Context: an optimization exercise on an open-source flow, tuned for small area. The choices shown serve that exercise and are no tape-out recipe.
The RTL was checked by simulation tests, not by an equivalence proof against the original design.
Power figures rest on the tool's default switching activity, not on a simulated workload.

`design/flow/design.v`:
```
module axi4_mux_r_arb #(
    parameter int RR_PRIO_NUMBER = 4,
    parameter int FIXED_PRIO_NUMBER = 1,
    localparam int INPUT_NUMBER = RR_PRIO_NUMBER + FIXED_PRIO_NUMBER
) (
    input logic clk,
    input logic rst_n,
    input logic [INPUT_NUMBER-1:0] in_ar_valid,
    input logic out_ar_ready,
    input logic out_r_last,
    input logic out_r_valid,
    input logic out_r_ready,
    output logic [INPUT_NUMBER-1:0] sel
);
  logic done;
  assign done = out_r_valid & out_r_ready & out_r_last;
  axi4_mux_arb_core #(
      .RR_PRIO_NUMBER(RR_PRIO_NUMBER),
      .FIXED_PRIO_NUMBER(FIXED_PRIO_NUMBER)
  ) core (
      .clk  (clk),
      .rst_n(rst_n),
      .valid(in_ar_valid),
      .ready(out_ar_ready),
      .done (done),
      .sel  (sel)
  );
endmodule
module axi4_mux_arb_core #(
    parameter int RR_PRIO_NUMBER = 4,
    parameter int FIXED_PRIO_NUMBER = 1,
    localparam int INPUT_NUMBER = RR_PRIO_NUMBER + FIXED_PRIO_NUMBER
) (
    input logic clk,
    input logic rst_n,
    input logic [INPUT_NUMBER-1:0] valid,
    input logic                    ready,
    input logic                    done,
    output logic [INPUT_NUMBER-1:0] sel
);
  localparam int PW = $clog2(RR_PRIO_NUMBER);
  localparam int RR_BASE = 2 ** $clog2(FIXED_PRIO_NUMBER + 1);
  localparam int CW = $clog2(RR_BASE + RR_PRIO_NUMBER);
  logic [CW-1:0] code_r, code_n, grant_code;
  logic [PW-1:0] last_grant;
  logic [RR_PRIO_NUMBER-1:0] rr_v, rr_gnt;
  logic [FIXED_PRIO_NUMBER-1:0] fixed_v;
  logic [PW-1:0] rr_idx;
  logic rr_any, busy, keep, load, step;
  assign {rr_v, fixed_v} = valid;
  assign rr_any = |rr_v;
  assign busy = |code_r;
  logic [RR_PRIO_NUMBER-1:0] rr_mask, rr_hi, rr_hi_gnt, rr_lo_gnt;
  always_comb begin
    for (int k = 0; k < RR_PRIO_NUMBER; k++) rr_mask[k] = (k > last_grant);
    rr_hi = rr_v & rr_mask;
    rr_hi_gnt = rr_hi & ~(rr_hi - 1'b1);
    rr_lo_gnt = rr_v & ~(rr_v - 1'b1);
    rr_gnt = (|rr_hi) ? rr_hi_gnt : rr_lo_gnt;
    rr_idx = '0;
    for (int k = 0; k < RR_PRIO_NUMBER; k++) if (rr_gnt[k]) rr_idx |= PW'(k);
  end
  always_comb begin
    grant_code = '0;
    for (int i = FIXED_PRIO_NUMBER - 1; i >= 0; i--) if (fixed_v[i]) grant_code = CW'(i + 1);
    if (rr_any) grant_code = CW'(RR_BASE) | CW'(rr_idx);
  end
  assign keep = rst_n & ~done;
  assign load = rst_n & ~busy & ready;
  assign step = ready & rr_any;
  for (genvar b = 0; b < CW; b++) begin : gen_code
    axi4_mux_ao22 next (
        .a(code_r[b]),
        .b(keep),
        .c(grant_code[b]),
        .d(load),
        .y(code_n[b])
    );
  end
  always_ff @(posedge clk) begin
    code_r     <= code_n;
    last_grant <= {PW{rst_n}} & (step ? rr_idx : last_grant);
  end
  always_comb begin
    for (int i = 0; i < INPUT_NUMBER; i++) begin
      if (i < FIXED_PRIO_NUMBER) sel[i] = (code_r == CW'(i + 1));
      else sel[i] = (code_r == CW'(RR_BASE + i - FIXED_PRIO_NUMBER));
    end
  end
endmodule
module axi4_mux_ao22 (
    input  logic a,
    input  logic b,
    input  logic c,
    input  logic d,
    output logic y
);
  assign y = (a & b) | (c & d);
endmodule
module axi4_mux_r #(
    parameter int AW = 32,
    parameter int AXI_ID_WIDTH = 8,
    parameter int AXI_DATA_WIDTH = 256,
    parameter int RR_PRIO_NUMBER = 4,
    parameter int FIXED_PRIO_NUMBER = 1,
    localparam int INPUT_NUMBER = RR_PRIO_NUMBER + FIXED_PRIO_NUMBER
) (
    input logic [INPUT_NUMBER-1:0] sel,
    input  logic [INPUT_NUMBER-1:0][AXI_ID_WIDTH-1:0] in_ar_id,
    input  logic [INPUT_NUMBER-1:0][          AW-1:0] in_ar_addr,
    input  logic [INPUT_NUMBER-1:0][             7:0] in_ar_len,
    input  logic [INPUT_NUMBER-1:0][             2:0] in_ar_size,
    input  logic [INPUT_NUMBER-1:0][             1:0] in_ar_burst,
    input  logic [INPUT_NUMBER-1:0]                   in_ar_valid,
    output logic [INPUT_NUMBER-1:0]                   in_ar_ready,
    output logic [INPUT_NUMBER-1:0][  AXI_ID_WIDTH-1:0] in_r_id,
    output logic [INPUT_NUMBER-1:0][AXI_DATA_WIDTH-1:0] in_r_data,
    output logic [INPUT_NUMBER-1:0][               1:0] in_r_resp,
    output logic [INPUT_NUMBER-1:0]                     in_r_last,
    output logic [INPUT_NUMBER-1:0]                     in_r_valid,
    input  logic [INPUT_NUMBER-1:0]                     in_r_ready,
    output logic [AXI_ID_WIDTH-1:0] out_ar_id,
    output logic [          AW-1:0] out_ar_addr,
    output logic [             7:0] out_ar_len,
    output logic [             2:0] out_ar_size,
    output logic [             1:0] out_ar_burst,
    output logic                    out_ar_valid,
    input  logic                    out_ar_ready,
    input  logic [  AXI_ID_WIDTH-1:0] out_r_id,
    input  logic [AXI_DATA_WIDTH-1:0] out_r_data,
    input  logic [               1:0] out_r_resp,
    input  logic                      out_r_last,
    input  logic                      out_r_valid,
    output logic                      out_r_ready
);
  always_comb begin
    for (int i = 0; i < INPUT_NUMBER; i++) begin
      in_r_id[i]   = out_r_id;
      in_r_data[i] = out_r_data;
      in_r_resp[i] = out_r_resp;
      in_r_last[i] = out_r_last;
    end
  end
  assign in_ar_ready = sel & {INPUT_NUMBER{out_ar_ready}};
  assign in_r_valid  = sel & {INPUT_NUMBER{out_r_valid}};
  localparam int MW = AXI_ID_WIDTH + AW + 8 + 3 + 2 + 1 + 1;
  logic [INPUT_NUMBER-1:0][MW-1:0] mux_d;
  always_comb begin
    for (int i = 0; i < INPUT_NUMBER; i++) begin
      mux_d[i] = {in_r_ready[i], in_ar_valid[i], in_ar_burst[i], in_ar_size[i], in_ar_len[i], in_ar_addr[i], in_ar_id[i]};
    end
  end
  axi4_mux_onehot #(
      .N(INPUT_NUMBER),
      .W(MW)
  ) mux (
      .sel(sel),
      .d  (mux_d),
      .y  ({out_r_ready, out_ar_valid, out_ar_burst, out_ar_size, out_ar_len, out_ar_addr, out_ar_id})
  );
endmodule
module axi4_mux_w_arb #(
    parameter int RR_PRIO_NUMBER = 4,
    parameter int FIXED_PRIO_NUMBER = 1,
    localparam int INPUT_NUMBER = RR_PRIO_NUMBER + FIXED_PRIO_NUMBER
) (
    input logic clk,
    input logic rst_n,
    input logic [INPUT_NUMBER-1:0] in_aw_valid,
    input logic out_aw_ready,
    input logic out_b_valid,
    input logic out_b_ready,
    output logic [INPUT_NUMBER-1:0] sel
);
  axi4_mux_arb_core #(
      .RR_PRIO_NUMBER(RR_PRIO_NUMBER),
      .FIXED_PRIO_NUMBER(FIXED_PRIO_NUMBER)
  ) core (
      .clk  (clk),
      .rst_n(rst_n),
      .valid(in_aw_valid),
      .ready(out_aw_ready),
      .done (out_b_valid & out_b_ready),
      .sel  (sel)
  );
endmodule
module axi4_mux_w #(
    parameter int AW = 32,
    parameter int AXI_ID_WIDTH = 8,
    parameter int AXI_DATA_WIDTH = 256,
    parameter int RR_PRIO_NUMBER = 4,
    parameter int FIXED_PRIO_NUMBER = 1,
    localparam int INPUT_NUMBER = RR_PRIO_NUMBER + FIXED_PRIO_NUMBER
) (
    input logic [INPUT_NUMBER-1:0] sel,
    input  logic [INPUT_NUMBER-1:0][AXI_ID_WIDTH-1:0] in_aw_id,
    input  logic [INPUT_NUMBER-1:0][          AW-1:0] in_aw_addr,
    input  logic [INPUT_NUMBER-1:0][             7:0] in_aw_len,
    input  logic [INPUT_NUMBER-1:0][             2:0] in_aw_size,
    input  logic [INPUT_NUMBER-1:0][             1:0] in_aw_burst,
    input  logic [INPUT_NUMBER-1:0]                   in_aw_valid,
    output logic [INPUT_NUMBER-1:0]                   in_aw_ready,
    input  logic [INPUT_NUMBER-1:0][    AXI_DATA_WIDTH-1:0] in_w_data,
    input  logic [INPUT_NUMBER-1:0][(AXI_DATA_WIDTH/8)-1:0] in_w_strb,
    input  logic [INPUT_NUMBER-1:0]                         in_w_last,
    input  logic [INPUT_NUMBER-1:0]                         in_w_valid,
    output logic [INPUT_NUMBER-1:0]                         in_w_ready,
    output logic [INPUT_NUMBER-1:0][AXI_ID_WIDTH-1:0] in_b_id,
    output logic [INPUT_NUMBER-1:0][             1:0] in_b_resp,
    output logic [INPUT_NUMBER-1:0]                   in_b_valid,
    input  logic [INPUT_NUMBER-1:0]                   in_b_ready,
    output logic [AXI_ID_WIDTH-1:0] out_aw_id,
    output logic [          AW-1:0] out_aw_addr,
    output logic [             7:0] out_aw_len,
    output logic [             2:0] out_aw_size,
    output logic [             1:0] out_aw_burst,
    output logic                    out_aw_valid,
    input  logic                    out_aw_ready,
    output logic [    AXI_DATA_WIDTH-1:0] out_w_data,
    output logic [(AXI_DATA_WIDTH/8)-1:0] out_w_strb,
    output logic                          out_w_last,
    output logic                          out_w_valid,
    input  logic                          out_w_ready,
    input  logic [AXI_ID_WIDTH-1:0] out_b_id,
    input  logic [             1:0] out_b_resp,
    input  logic                    out_b_valid,
    output logic                    out_b_ready
);
  always_comb begin
    for (int i = 0; i < INPUT_NUMBER; i++) begin
      in_b_id[i]   = out_b_id;
      in_b_resp[i] = out_b_resp;
    end
  end
  assign in_aw_ready = sel & {INPUT_NUMBER{out_aw_ready}};
  assign in_w_ready  = sel & {INPUT_NUMBER{out_w_ready}};
  assign in_b_valid  = sel & {INPUT_NUMBER{out_b_valid}};
  localparam int MW = AXI_ID_WIDTH + AW + 8 + 3 + 2 + 1 + AXI_DATA_WIDTH + AXI_DATA_WIDTH / 8 + 1 + 1 + 1;
  logic [INPUT_NUMBER-1:0][MW-1:0] mux_d;
  always_comb begin
    for (int i = 0; i < INPUT_NUMBER; i++) begin
      mux_d[i] = {in_b_ready[i], in_w_valid[i], in_w_last[i], in_w_strb[i], in_w_data[i],
                in_aw_valid[i], in_aw_burst[i], in_aw_size[i], in_aw_len[i], in_aw_addr[i], in_aw_id[i]};
    end
  end
  axi4_mux_onehot #(
      .N(INPUT_NUMBER),
      .W(MW)
  ) mux (
      .sel(sel),
      .d  (mux_d),
      .y  ({out_b_ready, out_w_valid, out_w_last, out_w_strb, out_w_data,
            out_aw_valid, out_aw_burst, out_aw_size, out_aw_len, out_aw_addr, out_aw_id})
  );
endmodule
module axi4_mux #(
    parameter int AW = 16,
    parameter int AXI_ID_WIDTH = 4,
    parameter int AXI_DATA_WIDTH = 32,
    parameter int RR_PRIO_NUMBER = 4,
    parameter int FIXED_PRIO_NUMBER = 2,
    localparam int INPUT_NUMBER = RR_PRIO_NUMBER + FIXED_PRIO_NUMBER
) (
    input logic clk,
    input logic rst_n,
    input  logic [INPUT_NUMBER-1:0][AXI_ID_WIDTH-1:0] in_aw_id,
    input  logic [INPUT_NUMBER-1:0][          AW-1:0] in_aw_addr,
    input  logic [INPUT_NUMBER-1:0][             7:0] in_aw_len,
    input  logic [INPUT_NUMBER-1:0][             2:0] in_aw_size,
    input  logic [INPUT_NUMBER-1:0][             1:0] in_aw_burst,
    input  logic [INPUT_NUMBER-1:0]                   in_aw_valid,
    output logic [INPUT_NUMBER-1:0]                   in_aw_ready,
    input  logic [INPUT_NUMBER-1:0][    AXI_DATA_WIDTH-1:0] in_w_data,
    input  logic [INPUT_NUMBER-1:0][(AXI_DATA_WIDTH/8)-1:0] in_w_strb,
    input  logic [INPUT_NUMBER-1:0]                         in_w_last,
    input  logic [INPUT_NUMBER-1:0]                         in_w_valid,
    output logic [INPUT_NUMBER-1:0]                         in_w_ready,
    output logic [INPUT_NUMBER-1:0][AXI_ID_WIDTH-1:0] in_b_id,
    output logic [INPUT_NUMBER-1:0][             1:0] in_b_resp,
    output logic [INPUT_NUMBER-1:0]                   in_b_valid,
    input  logic [INPUT_NUMBER-1:0]                   in_b_ready,
    input  logic [INPUT_NUMBER-1:0][AXI_ID_WIDTH-1:0] in_ar_id,
    input  logic [INPUT_NUMBER-1:0][          AW-1:0] in_ar_addr,
    input  logic [INPUT_NUMBER-1:0][             7:0] in_ar_len,
    input  logic [INPUT_NUMBER-1:0][             2:0] in_ar_size,
    input  logic [INPUT_NUMBER-1:0][             1:0] in_ar_burst,
    input  logic [INPUT_NUMBER-1:0]                   in_ar_valid,
    output logic [INPUT_NUMBER-1:0]                   in_ar_ready,
    output logic [INPUT_NUMBER-1:0][  AXI_ID_WIDTH-1:0] in_r_id,
    output logic [INPUT_NUMBER-1:0][AXI_DATA_WIDTH-1:0] in_r_data,
    output logic [INPUT_NUMBER-1:0][               1:0] in_r_resp,
    output logic [INPUT_NUMBER-1:0]                     in_r_last,
    output logic [INPUT_NUMBER-1:0]                     in_r_valid,
    input  logic [INPUT_NUMBER-1:0]                     in_r_ready,
    output logic [AXI_ID_WIDTH-1:0] out_aw_id,
    output logic [          AW-1:0] out_aw_addr,
    output logic [             7:0] out_aw_len,
    output logic [             2:0] out_aw_size,
    output logic [             1:0] out_aw_burst,
    output logic                    out_aw_valid,
    input  logic                    out_aw_ready,
    output logic [    AXI_DATA_WIDTH-1:0] out_w_data,
    output logic [(AXI_DATA_WIDTH/8)-1:0] out_w_strb,
    output logic                          out_w_last,
    output logic                          out_w_valid,
    input  logic                          out_w_ready,
    input  logic [AXI_ID_WIDTH-1:0] out_b_id,
    input  logic [             1:0] out_b_resp,
    input  logic                    out_b_valid,
    output logic                    out_b_ready,
    output logic [AXI_ID_WIDTH-1:0] out_ar_id,
    output logic [          AW-1:0] out_ar_addr,
    output logic [             7:0] out_ar_len,
    output logic [             2:0] out_ar_size,
    output logic [             1:0] out_ar_burst,
    output logic                    out_ar_valid,
    input  logic                    out_ar_ready,
    input  logic [  AXI_ID_WIDTH-1:0] out_r_id,
    input  logic [AXI_DATA_WIDTH-1:0] out_r_data,
    input  logic [               1:0] out_r_resp,
    input  logic                      out_r_last,
    input  logic                      out_r_valid,
    output logic                      out_r_ready
);
  logic [INPUT_NUMBER-1:0] sel_r, sel_w;
  axi4_mux_r_arb #(
      .RR_PRIO_NUMBER(RR_PRIO_NUMBER),
      .FIXED_PRIO_NUMBER(FIXED_PRIO_NUMBER)
  ) arb_r (
      .clk  (clk),
      .rst_n(rst_n),
      .in_ar_valid (in_ar_valid),
      .out_ar_ready(out_ar_ready),
      .out_r_last (out_r_last),
      .out_r_valid(out_r_valid),
      .out_r_ready(out_r_ready),
      .sel(sel_r)
  );
  axi4_mux_r #(
      .AW(AW),
      .AXI_ID_WIDTH(AXI_ID_WIDTH),
      .AXI_DATA_WIDTH(AXI_DATA_WIDTH),
      .RR_PRIO_NUMBER(RR_PRIO_NUMBER),
      .FIXED_PRIO_NUMBER(FIXED_PRIO_NUMBER)
  ) mux_r (
      .sel(sel_r),
      .in_ar_id(in_ar_id),
      .in_ar_addr(in_ar_addr),
      .in_ar_len(in_ar_len),
      .in_ar_size(in_ar_size),
      .in_ar_burst(in_ar_burst),
      .in_ar_valid(in_ar_valid),
      .in_ar_ready(in_ar_ready),
      .in_r_id(in_r_id),
      .in_r_data(in_r_data),
      .in_r_resp(in_r_resp),
      .in_r_last(in_r_last),
      .in_r_valid(in_r_valid),
      .in_r_ready(in_r_ready),
      .out_ar_id(out_ar_id),
      .out_ar_addr(out_ar_addr),
      .out_ar_len(out_ar_len),
      .out_ar_size(out_ar_size),
      .out_ar_burst(out_ar_burst),
      .out_ar_valid(out_ar_valid),
      .out_ar_ready(out_ar_ready),
      .out_r_id(out_r_id),
      .out_r_data(out_r_data),
      .out_r_resp(out_r_resp),
      .out_r_last(out_r_last),
      .out_r_valid(out_r_valid),
      .out_r_ready(out_r_ready)
  );
  axi4_mux_w_arb #(
      .RR_PRIO_NUMBER(RR_PRIO_NUMBER),
      .FIXED_PRIO_NUMBER(FIXED_PRIO_NUMBER)
  ) arb_w (
      .clk  (clk),
      .rst_n(rst_n),
      .in_aw_valid (in_aw_valid),
      .out_aw_ready(out_aw_ready),
      .out_b_valid(out_b_valid),
      .out_b_ready(out_b_ready),
      .sel(sel_w)
  );
  axi4_mux_w #(
      .AW(AW),
      .AXI_ID_WIDTH(AXI_ID_WIDTH),
      .AXI_DATA_WIDTH(AXI_DATA_WIDTH),
      .RR_PRIO_NUMBER(RR_PRIO_NUMBER),
      .FIXED_PRIO_NUMBER(FIXED_PRIO_NUMBER)
  ) mux_w (
      .sel(sel_w),
      .in_aw_id   (in_aw_id),
      .in_aw_addr (in_aw_addr),
      .in_aw_len  (in_aw_len),
      .in_aw_size (in_aw_size),
      .in_aw_burst(in_aw_burst),
      .in_aw_valid(in_aw_valid),
      .in_aw_ready(in_aw_ready),
      .in_w_data (in_w_data),
      .in_w_strb (in_w_strb),
      .in_w_last (in_w_last),
      .in_w_valid(in_w_valid),
      .in_w_ready(in_w_ready),
      .in_b_id   (in_b_id),
      .in_b_resp (in_b_resp),
      .in_b_valid(in_b_valid),
      .in_b_ready(in_b_ready),
      .out_aw_id   (out_aw_id),
      .out_aw_addr (out_aw_addr),
      .out_aw_len  (out_aw_len),
      .out_aw_size (out_aw_size),
      .out_aw_burst(out_aw_burst),
      .out_aw_valid(out_aw_valid),
      .out_aw_ready(out_aw_ready),
      .out_w_data (out_w_data),
      .out_w_strb (out_w_strb),
      .out_w_last (out_w_last),
      .out_w_valid(out_w_valid),
      .out_w_ready(out_w_ready),
      .out_b_id   (out_b_id),
      .out_b_resp (out_b_resp),
      .out_b_valid(out_b_valid),
      .out_b_ready(out_b_ready)
  );
endmodule
module axi4_mux_onehot #(
    parameter int N = 6,
    parameter int W = 1
) (
    input  logic [N-1:0]        sel,
    input  logic [N-1:0][W-1:0] d,
    output logic [W-1:0]        y
);
  localparam int G = (N + 2) / 3;
  logic [G*3-1:0] sel_p;
  assign sel_p = (G * 3)'(sel);
  for (genvar b = 0; b < W; b++) begin : gen_bit
    logic [G*3-1:0] d_p;
    logic [G-1:0] grp_n;
    for (genvar i = 0; i < G * 3; i++) begin : gen_in
      if (i < N) begin : gen_d
        assign d_p[i] = d[i][b];
      end else begin : gen_z
        assign d_p[i] = 1'b0;
      end
    end
    for (genvar g = 0; g < G; g++) begin : gen_grp
      axi4_mux_aoi3 aoi (
          .s(sel_p[g*3+:3]),
          .d(d_p[g*3+:3]),
          .y(grp_n[g])
      );
    end
    assign y[b] = ~&grp_n;
  end
endmodule
module axi4_mux_aoi3 (
    input  logic [2:0] s,
    input  logic [2:0] d,
    output logic       y
);
  assign y = ~|(s & d);
endmodule
```
`design/flow/flow/run.sh`:
```
#!/bin/bash
# The standard layout, with the smallest buffer cell on the ports.
set -euo pipefail
export BUFFER_PORTS_ARGS="-buffer_cell sky130_fd_sc_hd__buf_1"
bash standard.sh finish > standard_finish.log 2>&1
```
`design/flow/standard.sh`:
```
#!/bin/bash
# synth_recipe.tcl (not shown) runs the flow's synth.tcl, then flattens the netlist and writes it again
# the make line also repeats each setting of config.mk as NAME=value (left out here)
make -C /OpenROAD-flow-scripts/flow DESIGN_CONFIG=/design/flow/config.mk WORK_HOME=/design/flow/orfs CLKGATE_MAP_FILE= SYNTH_SCRIPT=/design/flow/synth_recipe.tcl "${@:-finish}"
```
`design/flow/config.mk`:
```
export PLATFORM = sky130hd
export DESIGN_NAME = axi4_mux
export DESIGN_NICKNAME = axi4_mux
export VERILOG_FILES = /design/flow/design.v
export SDC_FILE = /design/flow/constraint.sdc
export NUM_CORES = 4
export LEC_CHECK = 0
export CAP_MARGIN = 20
export CORE_AREA = 5 5 380 380
export CTS_BUF_LIST = sky130_fd_sc_hd__clkbuf_4 sky130_fd_sc_hd__clkbuf_8
export DIE_AREA = 0 0 385 385
export PLACE_DENSITY = 0.8
export SLEW_MARGIN = 30
export SYNTH_HIERARCHICAL = 1
export SYNTH_MINIMUM_KEEP_SIZE = 0
```
`design/flow/constraint.sdc`:
```
create_clock -name core_clock -period 6.0 [get_ports {clk}]
set_input_delay 1.2000 -clock core_clock [delete_from_list [all_inputs] [get_ports {clk}]]
set_output_delay 1.2000 -clock core_clock [all_outputs]
set_load 0.01 [all_outputs]
```
==> impl_metrics.env, run 1 <==
export IMPL_yosysUniqueCellTypes=25
export IMPL_nFillCells=16511
export IMPL_overflow=0
export IMPL_finalSetupViolCount=0
export IMPL_ir_worst_vdd_uv=99.2
export IMPL_grt_pass1_vias=8650
export IMPL_wl_per_cell_microns=23.9
export IMPL_vias=10014
export IMPL_drt_iter0_markers=2173
export IMPL_crit_chain="nor3b_4 > buf_12 > a222oi_1 > nand2_1 > buf_1"
export IMPL_ant_nets=0
export IMPL_routed_wl_mm=75.1
export IMPL_yosys_warnings=9
export IMPL_route_detailed_drc=0
export IMPL_rsz0062_at_grt="no"
export IMPL_place_gp_congestion=1.04
export IMPL_numCtsBuffers=3
export IMPL_cp_arrival_ps=3180
export IMPL_dp_cells=3120
export IMPL_layout_common_cells="buf_1 (799), a222oi_1 (216), nand2_1 (114), and2_1 (31)"
export IMPL_clock_path_buffers=2
export IMPL_p_comb_share_pct=88.0
export IMPL_fp_dieArea_sq_um=148000
export IMPL_hold_path_class="flip-flop to flip-flop"
export IMPL_fin_skew_ps=0.564
export IMPL_grt_max_degree=77
export IMPL_p_per_area_nw_per_um2=176
export IMPL_critPathSlowestCell="a222oi_1"
export IMPL_syn_nets=1400
export IMPL_final_max_slew_viol_count=0
export IMPL_layout_commonest_cell="buf_1"
export IMPL_core_area_sq_um=140000
export IMPL_crit_type="flip-flop to primary output"
export IMPL_ios=1108
export IMPL_postCtsSetupRepairBufs=0
export IMPL_syn_cell_area_sq_um=5440
export IMPL_power_leakage_nw=2.40
export IMPL_place_ws_ps=2090
export IMPL_slowest_delay_ps=970
export IMPL_grt_total_usage_pct=9.11
export IMPL_synth_compound_gate_area_share_pct=43.4
export IMPL_cts_tree="done"
export IMPL_maxCapViolations=0
export IMPL_final_setup_tns_ps=0
export IMPL_vias_per_cell=3.19
export IMPL_grt_pass1_wl_mm=88.7
export IMPL_wl_met1_mm=24.7
export IMPL_antenna_found_initial=50
export IMPL_synth_mux_area_share_pct=0
export IMPL_finalWorstPathRequiredPeriod_ps=4380
export IMPL_synth_xor_area_share_pct=0
export IMPL_top_layer="met5"
export IMPL_nets=1950
export IMPL_fin_ws_ps=1620
export IMPL_portBuffers=799
export IMPL_worst_pin_slew_ps=1010
export IMPL_ctsHoldBuffers=0
export IMPL_finalNonFillerCells=3142
export IMPL_p_sw_share_pct=65.2
export IMPL_slew_headroom_pct=32.4
export IMPL_clk_pin_slew_ps=70
export IMPL_initial_core_util_pct=3.89
export IMPL_synth_seq_area_share_pct=3.68
export IMPL_status="timing/DRC/antenna clean"
export IMPL_whs_ps=531
export IMPL_syn2layout_area_growth_pct=67.4
export IMPL_dr_wl_met2_mm=33.1
export IMPL_synth_simple_area_share_pct=15.7
export IMPL_cp_max_fo=76
export IMPL_startpoint_type="flip-flop"
export IMPL_hold_violations=0
export IMPL_ctsResizeCount=0
export IMPL_p_int_mw=0.558
export IMPL_cts_root_buf="clkbuf_8"
export IMPL_p_switching_mw=1.05
export IMPL_die_x_microns=385
export IMPL_postSynthAreaPerCell_sq_um=7.77
export IMPL_period_share_pct=73.0
export IMPL_syn_inst=700
export IMPL_cts_max_level=1
export IMPL_endpoint_kind="primary output"
export IMPL_hpwl_mm=66.7
export IMPL_drt_pass1_iterations=10
export IMPL_wl_met3_mm=15.0
export IMPL_total_power_mw=1.60
export IMPL_crit_required_ps=4800
export IMPL_dieHeight_microns=385
export IMPL_clockPowerShare_pct=5.8
export IMPL_synth_seq_cells=10
export IMPL_synth_top_family_by_area="compound AO/OA/AOI/OAI gates"
export IMPL_cts_sinks=10
export IMPL_insertion_delay_ps=290
export IMPL_p_seq_share_pct=6.1
export IMPL_clock_fmax_ghz=0.228
export IMPL_std_cell_rows=137
export IMPL_synthAdderAreaFrac_pct=0
export IMPL_drive_gt1_share_pct=2.88
==> Yosys stat by module (local to each module, per instance), excerpt <==
module / flip-flops and latches / cells inside / copies in the design
axi4_mux_aoi3: 0 / 1 / 216
axi4_mux_ao22: 0 / 1 / 6
==> synthesized netlist by cell type <==
cell type / n / area (sq um)
a41oi_1: 2 / 17.5
nand2b_1: 2 / 12.5
a22o_1: 6 / 52.6
and2_1: 31 / 194
or2b_1: 2 / 15.0
a222oi_1: 216 / 2160
o32ai_1: 2 / 17.5
o41a_1: 2 / 22.5
and3b_1: 2 / 17.5
dfxtp_1: 10 / 200
a21o_1: 2 / 15.0
or2_2: 2 / 12.5
nor2_1: 4 / 15.0
o21ai_0: 6 / 30.0
buf_4: 270 / 2030
nor2b_1: 6 / 37.5
a31oi_1: 2 / 12.5
and3_1: 3 / 18.8
o22ai_1: 2 / 12.5
or4_4: 2 / 22.5
nor2_4: 2 / 22.5
nand2_1: 114 / 428
nor4_1: 2 / 12.5
nor3b_1: 6 / 45.0
o2bb2ai_1: 2 / 17.5
==> power by group through the flow <==
stage	clock, mW	combinational, mW	sequential, mW
2_1_floorplan	0	0.743	0.0901
3_3_place_gp	0	1.41	0.0984
3_5_place_dp	0	1.42	0.100
4_1_cts	0.115	1.43	0.0984
5_1_grt	0.116	1.50	0.101
6_report	0.0935	1.41	0.0984
==> worst max-delay path, delay by kind of cell, from the launching register on <==
| kind | cells | cell delay (ps) |
|---|---|---|
| compound gates | 1 | 970 |
| flops | 1 | 600 |
| buf+inv | 2 | 580 |
| simple gates | 2 | 530 |
==> routing by layer <==
layer  GRT usage [%]  up-vias
li1                -     3891
met1            9.52     4625
met2            13.9     1289
met3            7.49      161
met4            2.26       48
met5           0.893        -
==> final timing paths <==
path / end / depth (start not counted) / slack, ps / from
worst max-delay path: out_aw_id[0] / 5 / 1620 / arb_w.core.code_r[1]
worst min-delay path: arb_r.core.last_grant[1] / 2 / 530 / arb_r.core.last_grant[1]
worst max register to register: arb_w.core.code_r[1] / 7 / 2830 / arb_w.core.code_r[1]
worst min register to register: arb_r.core.last_grant[1] / 2 / 530 / arb_r.core.last_grant[1]
==> registers in the layout, summed over array words and instances (netlist names) <==
register,count
arb_w.core.last_grant,2
arb_r.core.last_grant,2
arb_r.core.code_r,3
arb_w.core.code_r,3
==> metrics by stage <==
step | area, sq um | util [%]
global route | 9090 | 6.51
floorplan | 5460 | -
finish | 9110 | 6.52
global placement | 8990 | 6.43
detailed placement | 8990 | 6.44
CTS | 9040 | 6.47
==> layout make-up <==
type | count | area (sq um) | area share, %
Multi-Input combinational cell | 420 | 3290 | 36.1
Timing Repair Buffer | 815 | 3190 | 35.0
Tap cell | 1876 | 2350 | 25.8
Sequential cell | 10 | 200 | 2.20
Antenna cell | 18 | 45.0 | 0.495
Clock buffer | 3 | 41.3 | 0.453
==> cells by family (layout without fill, tap and decap cells) <==
family                 after synthesis  after routing
other                                0             18
buffers and inverters              270            818
AOI/OAI and AO/OA                  242            242
DFF                                 10             10
and+or+nand+nor                    178            178
==> inputs of run 2 (changes only) <==
--- a/design/flow/config.mk
+++ b/design/flow/config.mk
@@ -7,9 +7,9 @@
 export LEC_CHECK = 0
 export CAP_MARGIN = 20
 export CORE_AREA = 5 5 380 380
-export CTS_BUF_LIST = sky130_fd_sc_hd__clkbuf_4 sky130_fd_sc_hd__clkbuf_8
+export CTS_BUF_LIST = sky130_fd_sc_hd__clkbuf_2 sky130_fd_sc_hd__clkbuf_4 sky130_fd_sc_hd__clkbuf_8
 export DIE_AREA = 0 0 385 385
-export PLACE_DENSITY = 0.8
+export PLACE_DENSITY = 0.95
 export SLEW_MARGIN = 30
 export SYNTH_HIERARCHICAL = 1
 export SYNTH_MINIMUM_KEEP_SIZE = 0
==> impl_metrics.env, run 2 <==
export IMPL_status="timing/DRC/antenna clean"
export IMPL_final_setup_tns_ps=0
export IMPL_synth_seq_cells=10
export IMPL_asyncSetResetFlopFracSynth_pct=0
export IMPL_synth_xor_area_share_pct=0
export IMPL_synthAdderAreaFrac_pct=0
export IMPL_cts_root_buf="clkbuf_8"
export IMPL_postCtsSetupRepairBufs=0
export IMPL_maxCapViolations=0
export IMPL_p_comb_share_pct=88.8
export IMPL_fin_skew_ps=0.473
export IMPL_synth_seq_area_share_pct=3.68
export IMPL_p_switching_mw=1.08
export IMPL_finalWorstPathRequiredPeriod_ps=4230
export IMPL_finalSetupViolCount=0
export IMPL_rsz0062_at_grt="no"
export IMPL_p_int_mw=0.564
export IMPL_route_detailed_drc=0
export IMPL_synthTopCellsByArea="a222oi_1 (40%), buf_4 (37%), nand2_1 (7.9%), dfxtp_1 (3.7%), and2_1 (3.6%)"
export IMPL_synth_flop_cell="dfxtp_1"
export IMPL_cp_max_fo=52
export IMPL_drt_iter0_markers=1879
export IMPL_endpoint_kind="primary output"
export IMPL_die_x_microns=385
export IMPL_synth_top_family_by_area="compound AO/OA/AOI/OAI gates"
export IMPL_nets=1961
export IMPL_postSynthAreaPerCell_sq_um=7.77
export IMPL_layout_commonest_cell="buf_1"
export IMPL_cts_max_level=1
export IMPL_syn_cell_area_sq_um=5440
export IMPL_clock_fmax_ghz=0.236
export IMPL_power_leakage_nw=2.44
export IMPL_drt_pass1_iterations=11
export IMPL_clock_path_buffers=2
export IMPL_p_per_area_nw_per_um2=180
export IMPL_clockPowerShare_pct=5.2
export IMPL_hold_violations=0
export IMPL_period_share_pct=70.5
export IMPL_syn_nets=1400
export IMPL_crit_required_ps=4800
export IMPL_antenna_found_initial=78
export IMPL_ctsHoldBuffers=0
export IMPL_std_cell_rows=137
export IMPL_grt_max_degree=53
export IMPL_total_power_mw=1.65
export IMPL_fp_dieArea_sq_um=148000
export IMPL_path_delay_family="simple AND/OR/NAND/NOR gates"
export IMPL_hold_path_class="flip-flop to flip-flop"
export IMPL_layout_common_cells="buf_1 (799), a222oi_1 (216), nand2_1 (114), and2_1 (31), buf_4 (27)"
export IMPL_p_sw_share_pct=65.8
export IMPL_p_seq_share_pct=6.0
export IMPL_vias=10179
export IMPL_path_buf_inv=2
export IMPL_vias_per_cell=3.22
export IMPL_slew_headroom_pct=34.0
export IMPL_netlist_top_cells_count="buf_4 (270), a222oi_1 (216), nand2_1 (114), and2_1 (31), dfxtp_1 (10)"
export IMPL_numCtsBuffers=3
export IMPL_ios=1108
export IMPL_critPathSlowestCell="and3_4"
export IMPL_routed_wl_mm=84.0
export IMPL_syn_inst=700
export IMPL_synth_simple_area_share_pct=15.7
export IMPL_drive_gt1_share_pct=3.65
export IMPL_synth_compound_gate_area_share_pct=43.4
export IMPL_yosysTopAreaCell="a222oi_1"
export IMPL_grt_pass1_wl_mm=97.9
export IMPL_ant_nets=0
export IMPL_synth_mux_area_share_pct=0
export IMPL_yosysTopAreaCellShare_pct=39.7
export IMPL_overflow=0
export IMPL_worst_pin_slew_ps=989
export IMPL_syn2layout_area_growth_pct=68.2
export IMPL_place_gp_congestion=0.957
export IMPL_yosysMostFrequentCell="buf_4"
export IMPL_synth_edf_count=0
export IMPL_crit_chain="and3_4 > buf_4 > a222oi_1 > nand2_1 > buf_1"
export IMPL_hpwl_mm=75.3
export IMPL_core_area_sq_um=140000
export IMPL_startpoint_type="flip-flop"
export IMPL_wl_per_cell_microns=26.5
export IMPL_cp_arrival_ps=3030
export IMPL_crit_type="flip-flop to primary output"
export IMPL_cts_tree="done"
export IMPL_ctsResizeCount=0
export IMPL_initial_core_util_pct=3.89
export IMPL_yosysUniqueCellTypes=25
export IMPL_ir_worst_vdd_uv=85.0
export IMPL_portBuffers=799
export IMPL_slowest_delay_ps=900
export IMPL_dieHeight_microns=385
export IMPL_grt_pass1_vias=9093
export IMPL_yosys_warnings=9
export IMPL_grt_total_usage_pct=10.3
export IMPL_clk_pin_slew_ps=80
export IMPL_insertion_delay_ps=280
export IMPL_final_max_slew_viol_count=0
export IMPL_cts_sinks=10
export IMPL_largestRegisters="arb_r.core.code_r: 3 flops, arb_w.core.code_r: 3 flops"
-- run 2: logic make-up (layout without fill, tap and decap cells) --
family	Yosys count	after routing
buffers and inverters	270	829
AOI/OAI and AO/OA	242	242
and+or+nand+nor	178	178
DFF	10	10
other	0	29
-- run 2: power groups by stage --
stage          clock (mW)  sequential [mW]  combinational (mW)
2_1_floorplan           0           0.0901               0.743
4_1_cts             0.103           0.0984                1.51
3_3_place_gp            0           0.0984                1.50
5_1_grt             0.105            0.101                1.57
6_report           0.0864           0.0985                1.46
3_5_place_dp            0            0.100                1.51
-- run 2: worst register-to-register path, cell delays in order (launching register included) --
cell	delay, ps
dfxtp_1	550
and3b_4	370
buf_4	310
a222oi_1	340
nand2_1	170
and2_1	200
nor2b_1	480
a22o_1	260
-- run 2: worst paths after layout --
kind	slack (ps)	cells past startpoint	startpoint	end
max	1770	5	arb_w.core.code_r[1]	out_aw_len[2]
min	530	2	arb_r.core.last_grant[1]	arb_r.core.last_grant[1]
max reg2reg	3270	7	arb_w.core.code_r[0]	arb_w.core.code_r[2]
min reg2reg	530	2	arb_r.core.last_grant[1]	arb_r.core.last_grant[1]
-- run 2: modules after synthesis (local to each module, per instance), a selection --
module,cells inside,flip-flops and latches,copies in the design,cell area (sq um)
axi4_mux_ao22,1,0,6,8.76
axi4_mux_aoi3,1,0,216,10.0
-- run 2: layout make-up --
class                   instances  area (sq um)
diodes                         29          72.6
clock buffers                   3          41.3
fillers                     16531        131000
multi-input cells             420          3290
flip-flops and latches         10           200
well taps                    1876          2350
repair buffers                826          3200
-- run 2: metrics by stage --
step / util (%) / setup WS (ps) / hold WS (ps) / std cells / instance area, sq um
final: 6.55 / 1770 / 527 / 3164 / 9150
after floorplan: - / 1450 / 480 / 700 / 5460
after detailed placement: 6.47 / 1990 / 518 / 3132 / 9030
after global placement: 6.47 / 2020 / 507 / 3132 / 9030
after global routing: 6.53 / 1580 / 568 / 3156 / 9130
after CTS: 6.50 / 1640 / 526 / 3135 / 9080
-- run 2: per-layer routing --
metal	wire length, microns	global-route usage, %	vias to the layer above
li1	-	-	3924
met1	25500	9.83	4757
met5	614	1.79	-
met2	38900	16.9	1219
met4	3540	3.69	58
met3	15400	7.57	221

## what the ideal ports hide
How much do the figures lean on ideal ports? The routed layouts below were timed once more, with nothing changed but the port constraints. Step 1 (the two cells are an assumption about what drives the block):
set clk [get_ports {clk}]
set_driving_cell -lib_cell sky130_fd_sc_hd__clkbuf_16 $clk
set_driving_cell -lib_cell sky130_fd_sc_hd__buf_2 [delete_from_list [all_inputs] $clk]
Step 2 also shifts input and output timing later by t, the mid clock arrival at the registers, as if the neighbouring blocks saw the same clock. a / b / c = ideal / step 1 / step 2; a / b = the first two.
run	shift t [ns]	slack for setup (ns)	clock arrival spread, ns	worst register clock-pin slew, ns	worst slew at a driven data input, ns
run 1	0.345	1.619 / 1.556 / 1.746	0.006 / 0.007	0.07 / 0.07	0.61
run 2	0.331	1.770 / 1.705 / 2.036	0.028 / 0.028	0.08 / 0.08	0.56
After both steps setup and hold are still met in every run listed.
